Background: an optimization exercise with open tools, aiming at small area and a short achievable clock period. Do not read the settings as production practice. RTL that was checked went through simulation tests only; none was proved equivalent to the original. Function not checked in run 4: the RTL went through the layout flow alone. Power is estimated from default activity; no workload was simulated.

$ cat design/flow/config.mk
export PLATFORM = sky130hd
export DESIGN_NAME = folding_2
export DESIGN_NICKNAME = folding_2
export VERILOG_FILES = /design/flow/design.v
export SDC_FILE = /design/flow/constraint.sdc
export NUM_CORES = 4
export LEC_CHECK = 0
export ABC_CLOCK_PERIOD_IN_PS = 3000
export CAP_MARGIN = 20
export CORE_MARGIN = 2
export CORE_UTILIZATION = 40
export SLEW_MARGIN = 20
export SYNTH_HIERARCHICAL = 1
export SYNTH_MINIMUM_KEEP_SIZE = 0
$ cat design/flow/constraint.sdc
create_clock -name core_clock -period 8.0 [get_ports {clk}]
set_input_delay 1.6000 -clock core_clock [delete_from_list [all_inputs] [get_ports {clk}]]
set_output_delay 1.6000 -clock core_clock [all_outputs]
set_load 0.01 [all_outputs]
$ cat design/flow/design.v
module folding_2(Xn,Yn,a,b,clk,switch,rst);
input [15:0] Xn,a,b;
input clk,switch,rst;
output reg [15:0] Yn;
reg ph;                   
reg phn;                  
reg rq;                   
reg [7:0] bone, btwo, bneg;    
reg [15:0] yo;            
reg [15:0] h2, h3;        
reg [15:0] h4;            
reg [15:0] as_, ac;       
wire sh = phn | rq;       
genvar gk, gi;
wire [255:0] bpn;         
wire [15:0] cn = rst ? 16'd0 : (switch ? b : a);    
wire [16:0] ce = {cn, 1'b0};
wire [7:0] eone, etwo, eneg;
generate for (gk = 0; gk < 8; gk = gk + 1) begin : g_bo
  assign eone[gk] = ce[2*gk+1] ^ ce[2*gk];
  assign etwo[gk] = (ce[2*gk+2] & ~ce[2*gk+1] & ~ce[2*gk]) | (~ce[2*gk+2] & ce[2*gk+1] & ce[2*gk]);
  assign eneg[gk] = ce[2*gk+2];
  bpp0 q0 (yo[0], bone[gk], bneg[gk], bpn[gk*16]);
  for (gi = 1; gi < 16 - 2*gk; gi = gi + 1) begin : g_bpi
    bpp q (yo[gi], yo[gi-1], bone[gk], btwo[gk], bneg[gk], bpn[gk*16 + gi]);
  end
end endgenerate
wire [15:0] asg = as_ & {16{ph}};       
wire [15:0] acg = ac & {16{ph}};
wire [15:0] tsn, tcn, ysum;    
wire s1, k2;
wire s3, k4;
wire s5, k6;
wire s7, k8;
wire s9, k10;
wire s11, k12;
wire s13, k14;
wire s15, k16;
wire s17, k18;
wire s19, k20;
wire s21, k22;
wire s23, k24;
wire s25, k26;
wire s27, k28;
wire s29, k30;
wire s31, k32;
wire s33, k34;
wire s35, k36;
wire s37, k38;
wire s39, k40;
wire s41, k42;
wire s43, k44;
wire s45, k46;
wire s47, k48;
wire s49, k50;
wire s51, k52;
wire s53, k54;
wire s55, k56;
wire s57, k58;
wire s59, k60;
wire s61, k62;
wire s63, k64;
wire s65, k66;
wire s67, k68;
wire s69, k70;
wire s71, k72;
wire s73, k74;
wire s75, k76;
wire s77, k78;
wire s79, k80;
wire s81, k82;
wire s83, k84;
wire s85, k86;
wire s87, k88;
wire s89, k90;
wire s91, k92;
wire s93, k94;
wire s95, k96;
wire s97, k98;
wire s99, k100;
wire s101, k102;
wire s103, k104;
wire s105, k106;
wire s107, k108;
wire s109, k110;
wire s111, k112;
wire s113, k114;
wire s115, k116;
wire s117, k118;
wire s119, k120;
wire s121, k122;
wire s123, k124;
wire s125, k126;
wire s127, k128;
wire x129;
wire x130;
wire x131;
wire x132;
wire x133;
wire x134;
wire x135;
wire x136;
wire x137;
wire x138;
wire x139;
wire x140;
wire x141;
wire x142;
wire x143;
wire x144;
fa u0 (bneg[0], asg[0], acg[0], s1, k2);
fa u1 (asg[1], acg[1], bpn[1], s3, k4);
fa u2 (bneg[1], asg[2], acg[2], s5, k6);
fa u3 (bpn[2], bpn[16], s5, s7, k8);
fa u4 (asg[3], acg[3], bpn[3], s9, k10);
fa u5 (bpn[17], k6, s9, s11, k12);
fa u6 (bneg[2], asg[4], acg[4], s13, k14);
fa u7 (bpn[4], bpn[18], bpn[32], s15, k16);
fa u8 (s13, k10, s15, s17, k18);
fa u9 (asg[5], acg[5], bpn[5], s19, k20);
fa u10 (bpn[19], bpn[33], k14, s21, k22);
fa u11 (k16, s19, s21, s23, k24);
fa u12 (bneg[3], asg[6], acg[6], s25, k26);
fa u13 (bpn[6], bpn[20], bpn[34], s27, k28);
fa u14 (bpn[48], s25, k20, s29, k30);
fa u15 (s27, k22, s29, s31, k32);
fa u16 (asg[7], acg[7], bpn[7], s33, k34);
fa u17 (bpn[21], bpn[35], bpn[49], s35, k36);
fa u18 (k26, k28, s33, s37, k38);
fa u19 (s35, k30, s37, s39, k40);
fa u20 (bneg[4], asg[8], acg[8], s41, k42);
fa u21 (bpn[8], bpn[22], bpn[36], s43, k44);
fa u22 (bpn[50], bpn[64], s41, s45, k46);
fa u23 (k34, k36, s43, s47, k48);
fa u24 (s45, k38, s47, s49, k50);
fa u25 (asg[9], acg[9], bpn[9], s51, k52);
fa u26 (bpn[23], bpn[37], bpn[51], s53, k54);
fa u27 (bpn[65], k42, k44, s55, k56);
fa u28 (s51, s53, k46, s57, k58);
fa u29 (k48, s55, s57, s59, k60);
fa u30 (bneg[5], asg[10], acg[10], s61, k62);
fa u31 (bpn[10], bpn[24], bpn[38], s63, k64);
fa u32 (bpn[52], bpn[66], bpn[80], s65, k66);
fa u33 (s61, k52, k54, s67, k68);
fa u34 (s63, s65, k56, s69, k70);
fa u35 (s67, k58, s69, s71, k72);
fa u36 (asg[11], acg[11], bpn[11], s73, k74);
fa u37 (bpn[25], bpn[39], bpn[53], s75, k76);
fa u38 (bpn[67], bpn[81], k62, s77, k78);
fa u39 (k64, k66, s73, s79, k80);
fa u40 (s75, s77, k68, s81, k82);
fa u41 (s79, k70, s81, s83, k84);
fa u42 (bneg[6], asg[12], acg[12], s85, k86);
fa u43 (bpn[12], bpn[26], bpn[40], s87, k88);
fa u44 (bpn[54], bpn[68], bpn[82], s89, k90);
fa u45 (bpn[96], s85, k74, s91, k92);
fa u46 (k76, s87, s89, s93, k94);
fa u47 (k78, k80, s91, s95, k96);
fa u48 (s93, k82, s95, s97, k98);
fa u49 (asg[13], acg[13], bpn[13], s99, k100);
fa u50 (bpn[27], bpn[41], bpn[55], s101, k102);
fa u51 (bpn[69], bpn[83], bpn[97], s103, k104);
fa u52 (k86, k88, k90, s105, k106);
fa u53 (s99, s101, s103, s107, k108);
fa u54 (k92, k94, s105, s109, k110);
fa u55 (s107, k96, s109, s111, k112);
fa u56 (bneg[7], asg[14], acg[14], s113, k114);
fa u57 (bpn[14], bpn[28], bpn[42], s115, k116);
fa u58 (bpn[56], bpn[70], bpn[84], s117, k118);
fa u59 (bpn[98], bpn[112], s113, s119, k120);
fa u60 (k100, k102, k104, s121, k122);
fa u61 (s115, s117, s119, s123, k124);
fa u62 (k106, k108, s121, s125, k126);
fa u63 (s123, k110, s125, s127, k128);
xnr z0 (asg[15], acg[15], x129);
xnr z1 (x129, bpn[15], x130);
xnr z2 (bpn[29], bpn[43], x131);
xnr z3 (bpn[57], bpn[71], x132);
xnr z4 (bpn[85], bpn[99], x133);
xnr z5 (bpn[113], k114, x134);
xnr z6 (x130, x131, x135);
xnr z7 (x132, x133, x136);
xnr z8 (x134, k116, x137);
xnr z9 (k118, x135, x138);
xnr z10 (x136, x137, x139);
xnr z11 (k120, x138, x140);
xnr z12 (k122, x139, x141);
xnr z13 (x140, x141, x142);
xnr z14 (k124, x142, x143);
xnr z15 (k126, x143, x144);
assign tsn = {k128, k112, k98, k84, k72, k60, k50, k40, k32, k24, k18, k12, k8, k4, k2, bpn[0]};
assign tcn = {x144, s127, s111, s97, s83, s71, s59, s49, s39, s31, s23, s17, s11, s7, s3, s1};
cpa u_cpa (as_, ac, h4, ysum);
always @(posedge clk) begin
  ph <= ~switch;
  phn <= switch;
  rq <= rst;
  bone <= eone;
  btwo <= etwo;
  bneg <= eneg;
  yo <= sh ? h2 : h4;
  as_ <= tsn;
  ac <= tcn;
  h4 <= phn ? h3 : Xn;
  if (sh) begin
    Yn <= (rst | rq) ? 16'd0 : ysum;
    h2 <= Yn;
    h3 <= h2;
  end
end
endmodule
module fa (a, b, c, s, co);
input a, b, c;
output s, co;
assign s = a ^ b ^ c;
assign co = (a & b) | (a & c) | (b & c);
endmodule
module xnr (an, bn, sn);
input an, bn;
output sn;
assign sn = an ^ bn;
endmodule
module bpp (y1, y0, one, two, neg, pn);
input y1, y0, one, two, neg;
output pn;
assign pn = ((y1 & one) | (y0 & two)) ^ neg;
endmodule
module bpp0 (y1, one, neg, pn);
input y1, one, neg;
output pn;
assign pn = (y1 & one) ^ neg;
endmodule
module cpa (s, c, x, y);
input [15:0] s, c, x;
output [15:0] y;
wire [15:0] rs, rc, g, p, cy;
fa v0 (s[0], c[0], x[0], rs[0], rc[0]);
fa v1 (s[1], c[1], x[1], rs[1], rc[1]);
fa v2 (s[2], c[2], x[2], rs[2], rc[2]);
fa v3 (s[3], c[3], x[3], rs[3], rc[3]);
fa v4 (s[4], c[4], x[4], rs[4], rc[4]);
fa v5 (s[5], c[5], x[5], rs[5], rc[5]);
fa v6 (s[6], c[6], x[6], rs[6], rc[6]);
fa v7 (s[7], c[7], x[7], rs[7], rc[7]);
fa v8 (s[8], c[8], x[8], rs[8], rc[8]);
fa v9 (s[9], c[9], x[9], rs[9], rc[9]);
fa v10 (s[10], c[10], x[10], rs[10], rc[10]);
fa v11 (s[11], c[11], x[11], rs[11], rc[11]);
fa v12 (s[12], c[12], x[12], rs[12], rc[12]);
fa v13 (s[13], c[13], x[13], rs[13], rc[13]);
fa v14 (s[14], c[14], x[14], rs[14], rc[14]);
fa v15 (s[15], c[15], x[15], rs[15], );
assign g = rs & {rc[14:0], 1'b0};
assign p = rs ^ {rc[14:0], 1'b0};
pfx u_pfx (g, p, cy);
assign y = p ^ cy;
endmodule
module pfx (g, p, cy);
input [15:0] g, p;
output [15:0] cy;
wire G0_1 = g[1] | (p[1] & g[0]);
wire G0_3 = g[3] | (p[3] & g[2]);
wire P0_3 = p[3] & p[2];
wire G0_5 = g[5] | (p[5] & g[4]);
wire P0_5 = p[5] & p[4];
wire G0_7 = g[7] | (p[7] & g[6]);
wire P0_7 = p[7] & p[6];
wire G0_9 = g[9] | (p[9] & g[8]);
wire P0_9 = p[9] & p[8];
wire G0_11 = g[11] | (p[11] & g[10]);
wire P0_11 = p[11] & p[10];
wire G0_13 = g[13] | (p[13] & g[12]);
wire P0_13 = p[13] & p[12];
wire G1_2 = g[2] | (p[2] & G0_1);
wire G1_3 = G0_3 | (P0_3 & G0_1);
wire G1_6 = g[6] | (p[6] & G0_5);
wire P1_6 = p[6] & P0_5;
wire G1_7 = G0_7 | (P0_7 & G0_5);
wire P1_7 = P0_7 & P0_5;
wire G1_10 = g[10] | (p[10] & G0_9);
wire P1_10 = p[10] & P0_9;
wire G1_11 = G0_11 | (P0_11 & G0_9);
wire P1_11 = P0_11 & P0_9;
wire G1_14 = g[14] | (p[14] & G0_13);
wire P1_14 = p[14] & P0_13;
wire G2_4 = g[4] | (p[4] & G1_3);
wire G2_5 = G0_5 | (P0_5 & G1_3);
wire G2_6 = G1_6 | (P1_6 & G1_3);
wire G2_7 = G1_7 | (P1_7 & G1_3);
wire G2_12 = g[12] | (p[12] & G1_11);
wire P2_12 = p[12] & P1_11;
wire G2_13 = G0_13 | (P0_13 & G1_11);
wire P2_13 = P0_13 & P1_11;
wire G2_14 = G1_14 | (P1_14 & G1_11);
wire P2_14 = P1_14 & P1_11;
wire G3_8 = g[8] | (p[8] & G2_7);
wire G3_9 = G0_9 | (P0_9 & G2_7);
wire G3_10 = G1_10 | (P1_10 & G2_7);
wire G3_11 = G1_11 | (P1_11 & G2_7);
wire G3_12 = G2_12 | (P2_12 & G2_7);
wire G3_13 = G2_13 | (P2_13 & G2_7);
wire G3_14 = G2_14 | (P2_14 & G2_7);
assign cy = {G3_14, G3_13, G3_12, G3_11, G3_10, G3_9, G3_8, G2_7, G2_6, G2_5, G2_4, G1_3, G1_2, G0_1, g[0], 1'b0};
endmodule
$ cat design/flow/flow/run.sh
#!/bin/bash
# Own flow: the standard ORFS flow (standard.sh), with these changes:
#  - ports are buffered with sky130_fd_sc_hd__buf_1 (the resizer upsizes them where timing needs it)
#  - timing repair aims at 5.25 ns of setup slack
#  - CTS uses clkbuf_4/clkbuf_8 and inserts no dummy loads
# Each step's output goes to its own log in the work folder (ORFS also keeps its logs in orfs/logs).
set -euo pipefail
export BUFFER_PORTS_ARGS="-buffer_cell sky130_fd_sc_hd__buf_1"
export SETUP_SLACK_MARGIN=5.25
export CTS_ARGS="-sink_clustering_enable -repair_clock_nets -dont_use_dummy_load -buf_list {sky130_fd_sc_hd__clkbuf_4 sky130_fd_sc_hd__clkbuf_8}"
net="$PWD/orfs/results/sky130hd/folding_2/base/1_2_yosys.v"
bash standard.sh "$net" > synth.log 2>&1
n=$(grep -c 'sky130_fd_sc_hd__a22oi_2 ' "$net" || true)
sed -i 's/sky130_fd_sc_hd__a22oi_2 /sky130_fd_sc_hd__a22oi_1 /' "$net"
echo "swapped $n a22oi_2 for a22oi_1" > swap.log
bash standard.sh > standard.log 2>&1
$ cat design/flow/standard.sh
#!/bin/bash
# synth_recipe.tcl (not shown) runs the flow's synth.tcl, then flattens the netlist and writes it again
# the make line also repeats each setting of config.mk as NAME=value (left out here)
make -C /OpenROAD-flow-scripts/flow DESIGN_CONFIG=/design/flow/config.mk WORK_HOME=/design/flow/orfs CLKGATE_MAP_FILE= SYNTH_SCRIPT=/design/flow/synth_recipe.tcl "${@:-finish}"
==> impl_metrics.yaml, run 1 <==
place:
  dp_cells: 954
  port_buffers: 66
  detailed_place_hpwl_um: 12600
  place_congestion: 0.830
global_routing:
  grtUsageTotal: 0.177
  antenna_found_initial: 0
  grt_start_max_net_pins: 49
  overflow: 0
  grt_pass1_wl_um: 29600
  first_global_vias: 5575
floorplan:
  fp.coreArea_sq_um: 20100
  die_w_um: 147
  rows: 52
  boundaryPins: 67
  die_y_um: 147
  start_util: 0.406
  dieArea_sq_um: 21600
power:
  irDropWorstVdd_uv: 166
  internal-power_w: 0.00231
  power.switching_w: 0.00153
  power_frac_comb: 0.568
  p_sw_frac: 0.398
  power_leakage_nw: 3.71
  p_per_area_nw_per_um2: 403
  seqPwrFrac: 0.323
  p_clk_frac: 0.108
finish:
  layout.cells.non_filler: 1017
  layout-drive-gt1-share: 0.250
  regArea_sq_um: 3370
  num_antenna_cells: 0
  final_nets: 895
  syn_to_final_growth_pct: 16.4
  n_fill_cell: 1812
  multi_input_area_sq_um: 4920
sta:
  finalSetupViolations: 0
  timing.final.crit_share: 0.342
  tns_ns: 0
  drv_slew: 0
  rsz0062_at_grt: "true"
  finalHoldViolations: 0
  max_slew.worst_pin.slew_ns: 0.860
  finalCriticalPeriod_ns: 2.74
  clock_skew_ns: 0.0191
  slew_headroom: 0.427
  max_freq_ghz: 0.365
critical_path:
  worstPathRequired_ns: 8.32
  crit_type: "flip-flop to flip-flop"
  cp_max_fo: 6
  endpoint_kind: "flip-flop"
  r2r_slack_ns: 5.26
  rr_startpoint: "yo[7]$_DFF_P_"
  cp.arrival_ns: 3.06
  start_kind: "flip-flop"
  reg2reg_to: "ac[12]$_DFF_P_"
  reg2regPathDepth: 7
route:
  drc: 0
  postRouteAntennaNets: 0
  wl_per_cell_um: 17.8
  vias_per_cell: 5.05
  vias: 5132
  drt-pass1-iter-count: 5
  wl_um: 18100
  dr.first_iter.drc_count: 238
logic_synthesis:
  synthCells: 642
  yosys_warnings: 7
  syn_area_sq_um: 8170
  avgSynthCellArea_sq_um: 12.7
clock_network:
  clock_latency_ns: 0.44
  cts_tree: "done"
  clkTransAtPathRegs_ns: 0.07
  root_buffer: "clkbuf_8"
  htree_levels: 4
  numCtsBuffers: 17
  clock-sinks: 139
  clockBufferDepth: 2
  postCtsHoldBufs: 0
job:
  max_cap_violations: 0
hold_path:
  hold_end: "h2[2]$_DFFE_PN_"
  min_path_type: "flip-flop to flip-flop"
  hp-start: "Yn[2]$_SDFFCE_PP0N_"
  min_path_cells: 0
status:
  status: "timing/DRC/antenna clean"
layout make-up:
type	instances	area share
Timing Repair Buffer	116	0.0661
Inverter	4	0.00171
Clock buffer	17	0.0246
Multi-Input combinational cell	471	0.518
Sequential cell	139	0.354
Tap cell	270	0.0355
registers in the layout (all words and copies together), names as in the netlist:
signal  count
Yn         16
ac         16
as_        16
bneg        8
bone        8
btwo        8
h2         16
h3         16
h4         16
ph          1
phn         1
rq          1
yo         16
metal layers:
layer	part of all wire	wire length (um)	vias up	global-route usage
met5	0	0	-	0
met4	0.022	392	0	0.0670
met3	0.048	864	21	0.0339
met2	0.48	8650	145	0.284
met1	0.45	8150	2544	0.240
li1	-	-	2422	-
critical path: stages, from the launching register on:
cell	delay (ns)
dfxtp_4	0.38
buf_4	0.15
a22oi_1	0.19
xnor2_1	0.12
fa_2	0.39
fa_1	0.45
fa_1	0.53
fa_1	0.41
what timing repair did:
item | CTS | global route
endpoints found under the setup margin | 16 | 10
setup buffers | 37 | 9
resized for setup | 70 | 26
pin swaps | 15 | 24
cloned | 0 | 0
power groups by stage:
stage | logic (W) | clock network (W) | registers (W)
2_1_floorplan | 0.00165 | 0 | 0.00118
3_3_place_gp | 0.00183 | 0 | 0.00125
3_5_place_dp | 0.00192 | 0 | 0.00125
4_1_cts | 0.00215 | 0.000433 | 0.00124
5_1_grt | 0.00247 | 0.000462 | 0.00127
6_report | 0.00218 | 0.000416 | 0.00124
how the worst max path moves through the flow:
stage | start | to | cells after the start
after global placement | ph$_DFF_P_ | ac[14]$_DFF_P_ | 5
after floorplan | btwo[1]$_DFF_P_ | ac[14]$_DFF_P_ | 6
after CTS | yo[12]$_DFF_P_ | ac[14]$_DFF_P_ | 6
final | yo[7]$_DFF_P_ | ac[12]$_DFF_P_ | 7
after global routing | bone[2]$_DFF_P_ | ac[13]$_DFF_P_ | 6
after detailed placement | ph$_DFF_P_ | ac[14]$_DFF_P_ | 5
layout by cell type, fill, tap and decap left out, drive strengths merged, types with 4 or more instances in the layout:
cell,instances
nand2,12
a32oi,5
and2,53
fa,80
nand3,5
ha,15
xor2,38
dfxtp,91
a21o,8
buf,116
o21ai,4
mux2,32
nor2,26
xnor2,73
a22oi,65
mux2i,21
a21oi,10
nor3,7
edfxtp,48
clkbuf,17
metrics by stage:
stage / setup WS [ns] / hold slack (ns) / utilization / total power (W) / cell area (sq um)
finish: 5.26 / 0.449 / 0.473 / 0.00384 / 9510
global route: 5.19 / 0.465 / 0.473 / 0.00420 / 9510
CTS: 5.22 / 0.450 / 0.464 / 0.00382 / 9330
detailed placement: 4.82 / 0.435 / 0.428 / 0.00317 / 8600
global placement: 4.93 / 0.435 / 0.428 / 0.00309 / 8600
floorplan: 5.26 / 0.422 / - / 0.00283 / 8180
==> run 2, diff against run 1 <==
==> design/flow/flow/run.sh (replaced) <==
#!/bin/bash
# Own flow: the standard ORFS flow (standard.sh), with these changes:
#  - ports are buffered with sky130_fd_sc_hd__buf_1 (the resizer upsizes them where timing needs it)
#  - timing repair aims at 5.2 ns of setup slack
#  - CTS uses clkbuf_16 and inserts no dummy loads
# Each step's output goes to its own log in the work folder (ORFS also keeps its logs in orfs/logs).
set -euo pipefail
export BUFFER_PORTS_ARGS="-buffer_cell sky130_fd_sc_hd__buf_1"
export SETUP_SLACK_MARGIN=5.2
export CTS_ARGS="-sink_clustering_enable -repair_clock_nets -dont_use_dummy_load -buf_list {sky130_fd_sc_hd__clkbuf_16}"
net="$PWD/orfs/results/sky130hd/folding_2/base/1_2_yosys.v"
bash standard.sh "$net" > synth.log 2>&1
n=$(grep -c 'sky130_fd_sc_hd__a22oi_2 ' "$net" || true)
sed -i 's/sky130_fd_sc_hd__a22oi_2 /sky130_fd_sc_hd__a22oi_1 /' "$net"
echo "swapped $n a22oi_2 for a22oi_1" > swap.log
bash standard.sh > standard.log 2>&1
==> run 2 against run 1 <==
  * Non-clock buffer count fell by 31
  * Sequential share of layout area is 0.39 points higher
  * Clock skew increased by 0.0033 ns
  * Register-to-register slack about the same
  * Flip-flop and latch count unchanged
  * Fmax down 0.31%
  * Design area down 1.3%
  * Still clean
  * Total power increased by 2.7%
  * Utilization is 0.62 points lower
  * Global-route usage down 0.51 points
==> impl_metrics.yaml, run 2 <==
status:
  status: "timing/DRC/antenna clean"
critical_path:
  r2r_slack_ns: 5.25
  cp_top_family: "adder cells"
  max_stage_delay_ns: 0.52
  worstPathRequired_ns: 8.28
  crit_slowest_cell: "fa_1"
  worst-path-buf-inv: 0
  crit_type: "flip-flop to flip-flop"
  endpoint_kind: "flip-flop"
  path_cells: "a22oi_2 > xnor2_2 > fa_2 > fa_2 > fa_1 > fa_1"
  start_kind: "flip-flop"
  cp.arrival_ns: 3.03
  cp_max_fo: 6
floorplan:
  start_util: 0.406
  boundaryPins: 67
  die_w_um: 147
  rows: 52
  fp.coreArea_sq_um: 20100
  dieArea_sq_um: 21600
  die_y_um: 147
global_routing:
  antenna_found_initial: 0
  overflow: 0
  grt_pass1_wl_um: 28400
  first_global_vias: 5301
  grt_start_max_net_pins: 49
  grtUsageTotal: 0.172
route:
  dr.first_iter.drc_count: 363
  postRouteAntennaNets: 0
  drt-pass1-iter-count: 4
  wl_um: 17900
  vias: 5054
  drc: 0
  wl_per_cell_um: 18.2
  vias_per_cell: 5.13
clock_network:
  postCtsHoldBufs: 0
  clock-sinks: 139
  clock_latency_ns: 0.42
  cts_tree: "done"
  clockBufferDepth: 2
  htree_levels: 4
  numCtsBuffers: 17
  root_buffer: "clkbuf_16"
  clkTransAtPathRegs_ns: 0.06
logic_synthesis:
  yosys_warnings: 7
  synthCells: 642
  syn_area_sq_um: 8170
  avgSynthCellArea_sq_um: 12.7
finish:
  final_cell_mix: "xnor2_1 (71), fa_1 (71), buf_1 (65)"
  layout-drive-gt1-share: 0.193
  final_nets: 864
  syn_to_final_growth_pct: 14.9
  utilization: 0.467
  final_design_area_no_fill_sq_um: 9380
  n_fill_cell: 1816
  num_antenna_cells: 0
  layout.cells.non_filler: 986
place:
  place_ws_ns: 4.84
  place_congestion: 0.879
  placed_cell_area_sq_um: 8590
  dp_cells: 953
  port_buffers: 66
  detailed_place_hpwl_um: 12700
sta:
  finalCriticalPeriod_ns: 2.75
  clock_skew_ns: 0.0224
  timing.final.crit_share: 0.343
  finalHoldViolations: 0
  rsz0062_at_grt: "true"
  drv_slew: 0
  worst_slack_ns: 5.25
  max_slew.worst_pin.slew_ns: 1.06
  max_freq_ghz: 0.364
  finalSetupViolations: 0
  slew_headroom: 0.292
  tns_ns: 0
job:
  max_cap_violations: 0
power:
  p_sw_frac: 0.387
  p_clk_frac: 0.158
  irDropWorstVdd_uv: 176
  power_frac_comb: 0.523
  internal-power_w: 0.00241
  power.switching_w: 0.00152
  seqPwrFrac: 0.319
  p_per_area_nw_per_um2: 420
  power_leakage_nw: 3.60
hold_path:
  min_path_type: "flip-flop to flip-flop"
run 2: area by class of cell:
type / count / area [sq um] / area share
flip-flops and latches: 139 / 3360 / 0.358
multi-input cells: 471 / 4830 / 0.515
inverters: 4 / 16.3 / 0.00173
clock buffers: 17 / 425 / 0.0453
well taps: 270 / 338 / 0.0360
repair buffers: 85 / 410 / 0.0437
run 2: timing repair:
action                                  in CTS  in global routing
endpoints found under the setup margin      14                 12
gates resized for setup                     45                 32
pin swaps                                    5                 11
cloned                                       0                  0
buffers inserted                            13                  3
run 2: path summary, 6_finish.rpt:
kind                          end                 from  cells after the start
setup reg to reg   ac[14]$_DFF_P_        yo[7]$_DFF_P_                      6
setup / recovery   ac[14]$_DFF_P_        yo[7]$_DFF_P_                      6
hold / removal    h2[2]$_DFFE_PN_  Yn[2]$_SDFFCE_PP0N_                      0
hold reg to reg   h2[2]$_DFFE_PN_  Yn[2]$_SDFFCE_PP0N_                      0
run 2: metal layers:
metal  up-vias  track usage  part of all wire
met5         -            0                 0
met4         0       0.0617             0.026
met3        30       0.0457             0.050
met2       150        0.274              0.48
met1      2503        0.228              0.45
li1       2371            -                 -
run 2: worst register-to-register path: stages (launching register included):
cell     delay, ns
dfxtp_4       0.38
a22oi_2       0.24
xnor2_2       0.17
fa_2          0.51
fa_2          0.38
fa_1          0.52
fa_1          0.41
run 2: per-stage QoR:
stage / total power (W) / hold WS (ns)
6_report: 0.00394 / 0.443
5_1_grt: 0.00429 / 0.459
4_1_cts: 0.00388 / 0.442
3_3_place_gp: 0.00309 / 0.437
3_5_place_dp: 0.00317 / 0.438
2_1_floorplan: 0.00283 / 0.422
run 2: power by group through the flow:
stage / combinational, W / sequential, W / clock (W)
detailed placement: 0.00191 / 0.00126 / 0
finish: 0.00206 / 0.00126 / 0.000624
CTS: 0.00199 / 0.00125 / 0.000639
floorplan: 0.00165 / 0.00118 / 0
global placement: 0.00182 / 0.00126 / 0
global route: 0.00233 / 0.00129 / 0.000673
==> run 3, diff against run 2 <==
--- a/design/flow/flow/run.sh
+++ b/design/flow/flow/run.sh
@@ -3,10 +3,10 @@
 #  - ports are buffered with sky130_fd_sc_hd__buf_1 (the resizer upsizes them where timing needs it)
 #  - timing repair aims at 5.2 ns of setup slack
-#  - CTS uses clkbuf_16 and inserts no dummy loads
+#  - CTS uses clkbuf_8/clkbuf_16 and inserts no dummy loads
 # Each step's output goes to its own log in the work folder (ORFS also keeps its logs in orfs/logs).
 set -euo pipefail
 export BUFFER_PORTS_ARGS="-buffer_cell sky130_fd_sc_hd__buf_1"
 export SETUP_SLACK_MARGIN=5.2
-export CTS_ARGS="-sink_clustering_enable -repair_clock_nets -dont_use_dummy_load -buf_list {sky130_fd_sc_hd__clkbuf_16}"
+export CTS_ARGS="-sink_clustering_enable -repair_clock_nets -dont_use_dummy_load -buf_list {sky130_fd_sc_hd__clkbuf_8 sky130_fd_sc_hd__clkbuf_16}"
 net="$PWD/orfs/results/sky130hd/folding_2/base/1_2_yosys.v"
 bash standard.sh "$net" > synth.log 2>&1
==> run 3 against run 2 <==
  * Still clean on timing, DRC and antenna
  * Wire length is the same
  * Combinational power hardly changed
  * Fmax is the same
  * Utilization stayed put
  * Critical endpoint unchanged
  * Largest cell class unchanged
==> impl_metrics.yaml, run 3 <==
status:
  status: "timing/DRC/antenna clean"
job:
  max_cap_violations: 0
power:
  irDropWorstVdd_uv: 176
  p_per_area_nw_per_um2: 420
  power_leakage_nw: 3.60
logic_synthesis:
  syn_area_sq_um: 8170
  synthCells: 642
  yosys_warnings: 7
  avgSynthCellArea_sq_um: 12.7
critical_path:
  start_kind: "flip-flop"
  worstPathRequired_ns: 8.28
  path_cells: "a22oi_2 > xnor2_2 > fa_2 > fa_2 > fa_1 > fa_1"
  cp.arrival_ns: 3.03
  cp_top_family: "adder cells"
  crit_type: "flip-flop to flip-flop"
  endpoint_kind: "flip-flop"
  crit_slowest_cell: "fa_1"
  max_stage_delay_ns: 0.52
  cp_max_fo: 6
  worst-path-buf-inv: 0
sta:
  finalSetupViolations: 0
  rsz0062_at_grt: "true"
  clock_skew_ns: 0.0224
  max_freq_ghz: 0.364
  slew_headroom: 0.292
  max_slew.worst_pin.slew_ns: 1.06
  timing.final.crit_share: 0.343
  drv_slew: 0
  finalHoldViolations: 0
  tns_ns: 0
  finalCriticalPeriod_ns: 2.75
floorplan:
  dieArea_sq_um: 21600
  start_util: 0.406
  die_y_um: 147
  die_w_um: 147
  boundaryPins: 67
  fp.coreArea_sq_um: 20100
  rows: 52
global_routing:
  antenna_found_initial: 0
  grt_start_max_net_pins: 49
  first_global_vias: 5301
  overflow: 0
  grt_pass1_wl_um: 28400
  grtUsageTotal: 0.172
clock_network:
  root_buffer: "clkbuf_16"
  clkTransAtPathRegs_ns: 0.06
  numCtsBuffers: 17
  cts_tree: "done"
  clock-sinks: 139
  clock_latency_ns: 0.42
  htree_levels: 4
  postCtsHoldBufs: 0
  clockBufferDepth: 2
hold_path:
  min_path_type: "flip-flop to flip-flop"
place:
  detailed_place_hpwl_um: 12700
  dp_cells: 953
  place_congestion: 0.879
  port_buffers: 66
route:
  drc: 0
  vias: 5054
  dr.first_iter.drc_count: 363
  drt-pass1-iter-count: 4
  wl_per_cell_um: 18.2
  postRouteAntennaNets: 0
  wl_um: 17900
  vias_per_cell: 5.13
finish:
  final_cell_mix: "xnor2_1 (71), fa_1 (71), buf_1 (65)"
  num_antenna_cells: 0
  final_nets: 864
  syn_to_final_growth_pct: 14.9
  layout-drive-gt1-share: 0.193
  utilization: 0.467
  layout.cells.non_filler: 986
  n_fill_cell: 1816
## run 3: cell counts in the layout (fill, tap and decap cells not counted)
No cell type changed its count.
## run 3: timing repair
item	CTS	global route
buffers inserted	13	3
resized for setup	45	32
endpoints found under the setup margin	14	12
pin swaps	5	11
## run 3: layer usage
metal,up-vias,global-route usage,part of all wire
met2,150,0.274,0.48
met5,-,0,0
met1,2503,0.228,0.45
met3,30,0.0457,0.050
met4,0,0.0617,0.026
li1,2371,-,-
## run 3: area by class of cell
class	instances	area, sq um	area share
Multi-Input combinational cell	471	4830	0.515
Sequential cell	139	3360	0.358
Clock buffer	17	425	0.0453
Timing Repair Buffer	85	410	0.0437
Tap cell	270	338	0.0360
Inverter	4	16.3	0.00173
## run 3: final timing paths
check	startpoint	end	slack (ns)	cells after the start
worst max register to register	yo[7]$_DFF_P_	ac[14]$_DFF_P_	5.25	6
worst min register to register	Yn[2]$_SDFFCE_PP0N_	h2[2]$_DFFE_PN_	0.44	0
worst min-delay path	Yn[2]$_SDFFCE_PP0N_	h2[2]$_DFFE_PN_	0.44	0
worst max-delay path	yo[7]$_DFF_P_	ac[14]$_DFF_P_	5.25	6
## run 3: worst register-to-register path: stages, from the launching register on
cell	delay [ns]
dfxtp_4	0.38
a22oi_2	0.24
xnor2_2	0.17
fa_2	0.51
fa_2	0.38
fa_1	0.52
fa_1	0.41
## run 3: power breakdown
group	internal (W)	total, W	leakage [nW]	switching, W
combinational	0.00102	0.00206	2.10	0.00104
sequential	0.00103	0.00126	1.30	0.000228
clock	0.000367	0.000624	0.209	0.000257
total	0.00241	0.00394	3.60	0.00152
## run 3: per-stage QoR
stage,setup slack [ns],power [W],cell area (sq um),hold WS (ns)
5_1_grt,5.18,0.00429,9380,0.459
2_1_floorplan,5.21,0.00283,8180,0.422
3_3_place_gp,4.89,0.00309,8590,0.437
3_5_place_dp,4.84,0.00317,8590,0.438
4_1_cts,5.19,0.00388,9220,0.442
6_report,5.25,0.00394,9380,0.443
==> run 4, diff against run 3 <==
==> design/flow/design.v (replaced) <==
`timescale 1ns / 1ps
module folding_2(Xn,Yn,a,b,clk,switch,rst);
parameter n=16;
input [n-1:0]Xn,a,b;
input clk,switch,rst;
output reg [n-1:0]Yn;
wire signed [n-1:0]w[1:15];
mult_16X16 M(w[14],w[9],w[10]);       
ripplemod add( w[1],w[15], 1'b0, w[2], );  
mux u1(w[12],Xn,w[1],switch);
mux u2(w[13],w[3],w[15],switch);
mux u3(w[5],w[8],w[9],switch);
mux u4(a,b,w[14],switch);
delay d1(w[2],w[3],clk,rst);
delay d2(w[3],w[4],clk,rst);
delay d3(w[4],w[5],clk,rst);
delay d4(w[5],w[6],clk,rst);
delay d5(w[6],w[7],clk,rst);
delay d6(w[7],w[8],clk,rst);
delay d7(w[10],w[11],clk,rst);
delay d8(w[11],w[12],clk,rst); 
delay d9(w[12],w[13],clk,rst);
always@(posedge clk)
if(switch==0)
 Yn<=w[3];
endmodule
module fulladd(a, b, cin, sum, cout);
input a,b,cin;
output sum,cout;
assign sum=(a^b^cin);
assign cout=((a&b)|(b&cin)|(a&cin));
endmodule
module ripplemod(a, b, cin, sum, cout);
input [15:0] a;
input [15:0] b;
input cin;
output [15:0]sum;
output cout;
wire[14:0] c;
fulladd a1(a[0],b[0],cin,sum[0],c[0]);
fulladd aa[15:2](a[14:1],b[14:1],c[13:0],sum[14:1],c[14:1]);
fulladd a16(a[15],b[15],c[14],sum[15],cout);
endmodule
module mux(i0,i1,out,s);
parameter n=16;
input [n-1:0]i0,i1;
input s;
output reg [n-1:0]out;
always@(*)
begin
	out=s?i1:i0;
end
endmodule
module delay(in,out,clk,rst);
parameter n=16;
input [n-1:0]in;
output reg [n-1:0]out;
input clk,rst;
always@(posedge clk)
begin
	out<=rst?0:in;
end
endmodule
module mult_16X16(a,b,y
    );
    input [15:0] a, b;
    output  [15:0] y;
    wire    [15:0] ab0 = a & {16{b[0]}};
    wire    [15:0] ab1 = a & {16{b[1]}};
    wire    [15:0] ab2 = a & {16{b[2]}};
    wire    [15:0] ab3 = a & {16{b[3]}};
    wire    [15:0] ab4 = a & {16{b[4]}};
    wire    [15:0] ab5 = a & {16{b[5]}};
    wire    [15:0] ab6 = a & {16{b[6]}};
    wire    [15:0] ab7 = a & {16{b[7]}};
    wire    [15:0] ab8 = a & {16{b[8]}};
    wire    [15:0] ab9 = a & {16{b[9]}};
    wire    [15:0] ab10 = a & {16{b[10]}};
    wire    [15:0] ab11 = a & {16{b[11]}};
    wire    [15:0] ab12 = a & {16{b[12]}};
    wire    [15:0] ab13 = a & {16{b[13]}};
    wire    [15:0] ab14 = a & {16{b[14]}};
    wire    [15:0] ab15 = a & {16{b[15]}};
    assign y = {~ab0[15], ab0[14:0]}
               + {ab1[14:0], 1'b0}
               + {ab2[13:0], 2'b0}
               + {ab3[12:0], 3'b0}
               + {ab4[11:0], 4'b0}
               + {ab5[10:0], 5'b0}
               + {ab6[9:0], 6'b0}
               + {ab7[8:0], 7'b0}
               + {ab8[7:0], 8'b0}
               + {ab9[6:0], 9'b0}
               + {ab10[5:0], 10'b0}
               + {ab11[4:0], 11'b0}
               + {ab12[3:0], 12'b0}
               + {ab13[2:0], 13'b0}
               + {ab14[1:0], 14'b0}
               + {~ab15[0], 15'b0};
endmodule
==> design/flow/run.sh (new file) <==
#!/bin/bash
# synth_recipe.tcl (not shown) runs the flow's synth.tcl, then flattens the netlist and writes it again
# the make line also repeats each setting of config.mk as NAME=value (left out here)
make -C /OpenROAD-flow-scripts/flow DESIGN_CONFIG=/design/flow/config.mk WORK_HOME=/design/flow/orfs CLKGATE_MAP_FILE= SYNTH_SCRIPT=/design/flow/synth_recipe.tcl finish
--- a/design/flow/config.mk
+++ b/design/flow/config.mk
@@ -6,9 +6,6 @@
 export NUM_CORES = 4
 export LEC_CHECK = 0
-export ABC_CLOCK_PERIOD_IN_PS = 3000
 export CAP_MARGIN = 20
 export CORE_MARGIN = 2
 export CORE_UTILIZATION = 40
 export SLEW_MARGIN = 20
-export SYNTH_HIERARCHICAL = 1
-export SYNTH_MINIMUM_KEEP_SIZE = 0
removed: design/flow/flow/run.sh
removed: design/flow/standard.sh
==> run 4 against run 3 <==
  * Worst hold slack lost 0.0084 ns
  * Global-route usage grew 0.48 points
  * Count of clock-buffer cells in the layout grew 2
  * First-iteration DRC count shrank 14%
  * Sequential power shrank 32%
  * Synthesized cell count grew 29%
  * Synthesized area grew 11%
  * Fmax shrank 62%
  * Largest cell class unchanged
  * Highest routed layer unchanged
==> impl_metrics.yaml, run 4 <==
sta:
  tns_ns: 0
  clock_skew_ns: 0.0111
  finalHoldViolations: 0
  max_slew.worst_pin.slew_ns: 1.02
  finalCriticalPeriod_ns: 7.26
  finalSetupViolations: 0
  timing.final.crit_share: 0.908
  slew_headroom: 0.321
  max_freq_ghz: 0.138
  rsz0062_at_grt: "false"
  drv_slew: 0
logic_synthesis:
  synth_cell_type_count: 34
  avgSynthCellArea_sq_um: 11.0
  yosys_warnings: 3
  synthCells: 827
  async_flop_share: 0
  synth_edf_count: 16
  syn_area_sq_um: 9060
  synth_ff_type: "dfxtp_1"
  yosysMostFrequentCell: "dfxtp_1"
  synth-seq-cells: 160
  synthTopCellsByCount: "dfxtp_1 (144), nor2b_1 (142), fa_1 (98), nor2_1 (84), inv_1 (76)"
  synth_area_leaders: "dfxtp_1 (32%), fa_1 (22%), nor2b_1 (9.8%)"
  synth_top_area_frac: 0.318
  ys_seq_area_frac: 0.371
  yosys.area.top_type: "dfxtp_1"
finish:
  final_cell_mix: "dfxtp_1 (144), nor2b_1 (142), nor2_1 (84), fa_1 (84), inv_1 (76)"
  mostFrequentLayoutCell: "dfxtp_1"
  final_design_area_no_fill_sq_um: 10800
  num_antenna_cells: 0
  syn_to_final_growth_pct: 18.8
  final_nets: 1092
  layout-drive-gt1-share: 0.144
critical_path:
  crit_slowest_cell: "fa_1"
  cp_top_family: "adder cells"
  crit_type: "input pin to flip-flop"
  worstPathRequired_ns: 8.26
  cp.arrival_ns: 7.52
  rr_startpoint: "d8.out[0]$_SDFF_PP0_"
  cp_num_cells: 22
  path_cells: "buf_4 > buf_4 > mux2i_1 > nor2_1 > fa_1 > inv_1 > fa_1 > inv_1 > fa_1 > inv_1 > fa_1 > fa_1 > inv_1 > ha_1 > xnor2_1 > xnor2_1 > xnor2_1 > xnor2_2 > xnor3_1 > xnor2_1 > xor2_1 > nor2_1"
  crit_start: "switch"
  reg2regPathDepth: 17
  worst-path-buf-inv: 6
  max_stage_delay_ns: 0.55
  start_kind: "input pin"
  endpoint_kind: "flip-flop"
  cp_max_fo: 23
  cpMostUsedCell: "fa_1"
power:
  p_per_area_nw_per_um2: 181
  irDropWorstVdd_uv: 131
  power_leakage_nw: 4.49
route:
  wl_um: 19600
  drt-pass1-iter-count: 4
  wl_per_cell_um: 16.3
  vias: 5640
  drc: 0
  postRouteAntennaNets: 0
  dr.first_iter.drc_count: 311
  vias_per_cell: 4.70
floorplan:
  dieArea_sq_um: 23900
  die_y_um: 155
  die_w_um: 155
  start_util: 0.404
  boundaryPins: 67
  rows: 55
  fp.coreArea_sq_um: 22400
clock_network:
  clkTransAtPathRegs_ns: 0.07
  postCtsHoldBufs: 0
  cts_resized: 0
  clock-sinks: 160
  cts_setup_buffers: 0
  htree_levels: 4
  clockBufferDepth: 2
  numCtsBuffers: 17
  root_buffer: "clkbuf_16"
  clock_latency_ns: 0.41
  cts_tree: "done"
place:
  port_buffers: 66
  place_congestion: 0.884
  placed_cell_area_sq_um: 10100
  detailed_place_hpwl_um: 15200
status:
  status: "timing/DRC/antenna clean"
hold_path:
  min_path_type: "flip-flop to flip-flop"
  hp-start: "d4.out[2]$_SDFF_PP0_"
  min_path_cells: 1
global_routing:
  grtUsageTotal: 0.177
  overflow: 0
  grt_pass1_wl_um: 32500
  first_global_vias: 6022
  grt_start_max_net_pins: 104
  antenna_found_initial: 0
job:
  max_cap_violations: 0
==> run 4: cell type report <==
class,instances,area [sq um]
clock buffers,19,475
clock inverters,13,168
fillers,2064,11700
inverters,76,285
multi-input cells,560,5290
flip-flops and latches,160,3360
well taps,285,357
repair buffers,87,826
==> run 4: cell families (layout without fill, tap and decap cells) <==
group | count (synthesis) | count (layout) | share of synthesized area
DFF | 160 | 160 | 0.371
and+or+nand+nor | 288 | 288 | 0.164
adders and majority gates | 139 | 139 | 0.273
xor gates and xnor gates | 37 | 37 | 0.0381
muxes | 63 | 63 | 0.0791
buffers and inverters | 107 | 195 | 0.0493
AOI/OAI and AO/OA | 33 | 33 | 0.0258
==> run 4: stage by stage <==
stage,util,setup slack (ns),instances,hold slack (ns),power (W)
floorplan,-,0.00105,827,0.414,0.00101
global placement,0.451,0.369,1168,0.416,0.00111
detailed placement,0.451,0.305,1168,0.420,0.00111
CTS,0.480,0.746,1200,0.435,0.00197
global route,0.480,0.435,1200,0.452,0.00204
finish,0.480,0.740,1200,0.434,0.00195
==> run 4: metal layers <==
layer  vias up  GRT usage  part of all wire  wire, um
li1       2733          -                 -         -
met4         0     0.0511             0.020       389
met5         -          0                 0         0
met2       135      0.282              0.47      9110
met1      2747      0.246              0.47      9140
met3        25     0.0350             0.048       935
==> run 4: where the power goes <==
group / internal (W) / switching, W
sequential: 0.000845 / 0.0000171
combinational: 0.000109 / 0.000117
clock: 0.000533 / 0.000329
==> run 4: path summary, 6_finish.rpt <==
| path | to | slack, ns |
|---|---|---|
| min | d5.out[2]$_SDFF_PP0_ | 0.43 |
| min reg2reg | d5.out[2]$_SDFF_PP0_ | 0.43 |
| max | d7.out[15]$_SDFF_PP0_ | 0.74 |
| max reg2reg | d1.out[14]$_SDFF_PP0_ | 2.03 |

[afterwards: timing with drivers on the ports]
In the flow no input, the clock included, has a driving cell. The finished layouts below were timed again as built, in two steps.
Step 1 assumes that a clkbuf_16 drives the clock port and a buf_2 every other input.
Step 2 times the ports against the registers' clock, not the clock port: input delays grow and output delays shrink by t, the midpoint of the rising clock arrivals with the driver on.
a / b / c = no drivers / after step 1 / after step 2; a / b = the first two.
run	t, ns	setup slack, ns	worst register clock-pin slew, ns	worst data-port slew with drivers (ns)
run 1	0.469	5.261 / 5.261 / 4.944	0.07 / 0.07	0.03
run 2	0.458	5.252 / 5.252 / 4.906	0.06 / 0.06	0.03
run 3	0.458	5.252 / 5.252 / 4.906	0.06 / 0.06	0.03
run 4	0.445	0.740 / 0.745 / 0.300	0.07 / 0.07	0.04
After both steps every run listed still meets setup and hold. For run 4, which loses most, drivers alone change the setup slack by +0.005 ns; drivers and shift together by -0.440 ns.
